From an optimization exercise on the open Yosys and OpenROAD flow, aimed at small area; shortcuts taken in it are not production practice. Where RTL was checked, it was by simulation tests only, not by an equivalence proof against the original. Power is estimated from default activity; no workload was simulated.

==> 02-10 <==
Design home_inventory_top, start of the top module:
module home_inventory_top (
    input  wire        wb_clk_i,
    input  wire        wb_rst_i,
    input  wire        wbs_stb_i,
    input  wire        wbs_cyc_i,
    input  wire        wbs_we_i,
    input  wire [3:0]  wbs_sel_i,
    input  wire [31:0] wbs_dat_i,
    input  wire [31:0] wbs_adr_i,
    output wire        wbs_ack_o,
    output wire [31:0] wbs_dat_o,
    input  wire [7:0]  core_status,
    output wire        ctrl_enable,
    output wire        ctrl_start,
    output wire [2:0]  irq_en
    ,
    output wire        adc_sclk,
    output wire        adc_cs_n,
    output wire        adc_mosi,
    input  wire        adc_miso
);
    wire clk = wb_clk_i;
    wire rst = wb_rst_i;
    function automatic [2:0] lowest8(input [7:0] v);
        integer i;
        begin
            lowest8 = 3'd0;
            for (i = 7; i >= 0; i = i - 1)
                if (v[i]) lowest8 = i[2:0];
        end
    endfunction
    reg         ack_r;
    reg  [31:0] dat_r;
    wire        wb_valid = wbs_cyc_i & wbs_stb_i;
    wire        wb_fire  = wb_valid & ~ack_r;
    wire        hi_ok    = (wbs_adr_i[31:11] == 21'h0);
    wire [8:0]  wa       = wbs_adr_i[10:2];           
    wire        wr       = wb_fire & wbs_we_i & hi_ok;
    wire        rd       = wb_fire & ~wbs_we_i & hi_ok;
    wire [3:0]  sel      = wbs_sel_i;
    wire [31:0] din      = wbs_dat_i;
    wire wr_ctrl   = wr & (wa == 9'h040);
    wire wr_irq    = wr & (wa == 9'h041);
    wire wr_time   = wr & (wa == 9'h043);
  ...
Settings: LEC_CHECK=0, CAP_MARGIN=20, CORE_MARGIN=2, CORE_UTILIZATION=60, CTS_BUF_LIST=sky130_fd_sc_hd__clkbuf_4 sky130_fd_sc_hd__clkbuf_8, PLACE_DENSITY=0.75, SLEW_MARGIN=20; clock period 15.0 ns.
run.sh (not shown) runs the stock make flow with config.mk's settings and CLKGATE_MAP_FILE= SYNTH_SCRIPT=/design/flow/synth_recipe.tcl, a recipe that flattens the netlist after the stock synthesis.
==> 07-22 (differences from 02-10) <==
--- a/flow/design.v
+++ b/flow/design.v
@@ -219,14 +219,22 @@
     reg  [7:0] cmp_r;
     wire [2:0] cmp_ch = lowest8(dirty_r);
     wire [7:0] cmp_oh = 8'h01 << cmp_ch;
     reg [23:0] cmp_s;
     reg [31:0] cmp_t;
     always @(*) begin
-        cmp_s = frame_r[191 - 24*cmp_ch -: 24];
-        cmp_t = thr_r[32*cmp_ch +: 32];
+        case (cmp_ch)
+            3'd0:    begin cmp_s = frame_r[191:168]; cmp_t = thr_r[ 31:  0]; end
+            3'd1:    begin cmp_s = frame_r[167:144]; cmp_t = thr_r[ 63: 32]; end
+            3'd2:    begin cmp_s = frame_r[143:120]; cmp_t = thr_r[ 95: 64]; end
+            3'd3:    begin cmp_s = frame_r[119: 96]; cmp_t = thr_r[127: 96]; end
+            3'd4:    begin cmp_s = frame_r[ 95: 72]; cmp_t = thr_r[159:128]; end
+            3'd5:    begin cmp_s = frame_r[ 71: 48]; cmp_t = thr_r[191:160]; end
+            3'd6:    begin cmp_s = frame_r[ 47: 24]; cmp_t = thr_r[223:192]; end
+            default: begin cmp_s = frame_r[ 23:  0]; cmp_t = thr_r[255:224]; end
+        endcase
     end
     wire cmp_ge = $signed({{8{cmp_s[23]}}, cmp_s}) >= $signed(cmp_t);
     wire [7:0] thr_wr_oh = wr_thr ? (8'h01 << wa[2:0]) : 8'h00;
     always @(posedge clk) begin
         if (cap_chans_done)
             dirty_r <= 8'hFF;
==> flow/flow/run.sh (new file) <==
#!/bin/bash
set -euo pipefail
W=$PWD
S=$W/orfs_scripts
rm -rf "$S"
cp -r "$FLOW_HOME/scripts" "$S"
cp "$W/flow/abc_area.script" "$S/abc_speed.script"
sed -i 's/-sink_clustering_enable \\/-sink_clustering_enable -dont_use_dummy_load \\/' "$S/cts.tcl"
grep -q dont_use_dummy_load "$S/cts.tcl"
bash standard.sh SCRIPTS_DIR="$S" RECOVER_POWER=100 finish > "$W/standard_finish.log" 2>&1
==> flow/flow/abc_area.script (new file) <==
&get -n
&st
&dch
&nf
&st
&dch
&nf
&st
&dch
&nf
&st
&dch
&nf
&put
topo
stime -c
==> flow/standard.sh (new file) <==
#!/bin/bash
# synth_recipe.tcl (not shown) runs the flow's synth.tcl, then flattens the netlist and writes it again
# the make line also repeats each setting of config.mk as NAME=value (left out here)
make -C /OpenROAD-flow-scripts/flow DESIGN_CONFIG=/design/flow/config.mk WORK_HOME=/design/flow/orfs CLKGATE_MAP_FILE= SYNTH_SCRIPT=/design/flow/synth_recipe.tcl "${@:-finish}"
--- a/flow/config.mk
+++ b/flow/config.mk
@@ -5,9 +5,11 @@
 export SDC_FILE = /design/flow/constraint.sdc
 export NUM_CORES = 8
 export LEC_CHECK = 0
 export CAP_MARGIN = 20
 export CORE_MARGIN = 2
 export CORE_UTILIZATION = 60
-export CTS_BUF_LIST = sky130_fd_sc_hd__clkbuf_4 sky130_fd_sc_hd__clkbuf_8
+export CTS_BUF_LIST = sky130_fd_sc_hd__clkbuf_16
+export CTS_CLUSTER_DIAMETER = 60
+export CTS_CLUSTER_SIZE = 24
 export PLACE_DENSITY = 0.75
 export SLEW_MARGIN = 20
removed: flow/run.sh
==> comparison <==
Against 07-22, the clock power of 02-10 is larger by 52%. Between 07-22 and 02-10, the lower count of clock-buffer cells in the layout is in 07-22 (gap 417). 07-22 reached the layout checks and failed them: capacitance limit, slew limit. 02-10 completed without violations. In 07-22 the sequential power is higher than in 02-10, by 4.1%. Between 07-22 and 02-10, the lower via count is in 07-22 (gap 13%, measured against 02-10). Of 07-22 and 02-10, 02-10 has the higher final area (gap 11%, measured against 02-10). In 07-22 the synthesized cell count is smaller than in 02-10, by 16%. Of 02-10 and 07-22, 07-22 has the higher worst hold slack (gap 13 ps). Of 07-22 and 02-10, 02-10 has the higher global-route usage (gap 4.5 points). Against 07-22, the die area of 02-10 is larger by 9.7%. Between 02-10 and 07-22, the lower synthesized area is in 07-22 (gap 9.8%, measured against 07-22).
==> figures <==
Count of buffers not belonging to the clock network in the layout: 07-22 389; 02-10 461
Placement Cell Area: 07-22 0.107 mm^2; 02-10 0.115 mm^2
Die Footprint: 07-22 0.170 mm^2; 02-10 0.186 mm^2
Flip-flop and latch share of the layout cell area: 07-22 68.3%; 02-10 60.8%
Post-synthesis cell type count: 07-22 67; 02-10 107
Maximum fanout count along the critical path: 07-22 56; 02-10 93
Clock network power share: 07-22 28.9%; 02-10 40.0%
Fraction of area in multi-input gates: 07-22 22.9%; 02-10 26.9%
Power, Total: 07-22 13.6 mW; 02-10 14.9 mW
Global-route wire length before repair: 07-22 496 mm; 02-10 596 mm
Switching part of the total power: 07-22 23.8%; 02-10 23.1%
Number of vias per cell after detailed routing: 07-22 7.84; 02-10 7.72
Power consumed by combinational cells: 07-22 1.18 mW; 02-10 0.793 mW
Via count: 07-22 71400; 02-10 82200
Global-route met2 utilization: 07-22 58.5%; 02-10 65.5%
Area share of the largest cell type after synthesis: 07-22 72.2%; 02-10 65.7%
Gate count after technology mapping: 07-22 6337; 02-10 7530
Worst Max-Slew Pin Slew: 07-22 6400 ps; 02-10 1430 ps
Number of H-tree levels: 07-22 4; 02-10 5
Run status: 07-22 failed layout checks; 02-10 timing/DRC/antenna clean
Violated checks: 07-22 capacitance limit, slew limit; 02-10 -
Max capacitance violation total: 07-22 76; 02-10 0
Setup Skew: 07-22 89.5 ps; 02-10 88.5 ps
Only the layout flow was run in 02-10; the RTL was not checked for function there.

[afterwards: timing with drivers on the ports]
The results above use ideal ports. As a check the final layouts listed here were re-extracted and re-timed, cells and wires unchanged. Step 1 (the two cells are an assumption about what drives the block):
set clk [get_ports {wb_clk_i}]
set_driving_cell -lib_cell sky130_fd_sc_hd__clkbuf_16 $clk
set_driving_cell -lib_cell sky130_fd_sc_hd__buf_2 [delete_from_list [all_inputs] $clk]
Step 2 adds t to the input delays and takes it off the output delays; t is the mean of the earliest and latest rising clock arrival at the registers after step 1. Input paths then give back, and output paths get back, about the clock's delay inside the block. Slacks: ideal ports / drivers / drivers and shift; pairs: ideal ports / drivers.
run | t (ns) | setup WS [ns] | hold WS [ns] | clock arrival spread, ns | worst data-port slew with drivers (ns)
02-10 | 1.195 | 2.854 / 2.854 / 2.854 | 0.412 / 0.412 / 0.412 | 0.100 / 0.101 | 0.18
07-22 | 0.922 | 2.126 / 2.126 / 1.460 | 0.425 / 0.425 / 0.425 | 0.101 / 0.100 | 0.18
The setup slack of 07-22, which loses most, moves by 0.000 ns with the drivers and by -0.666 ns with both steps.
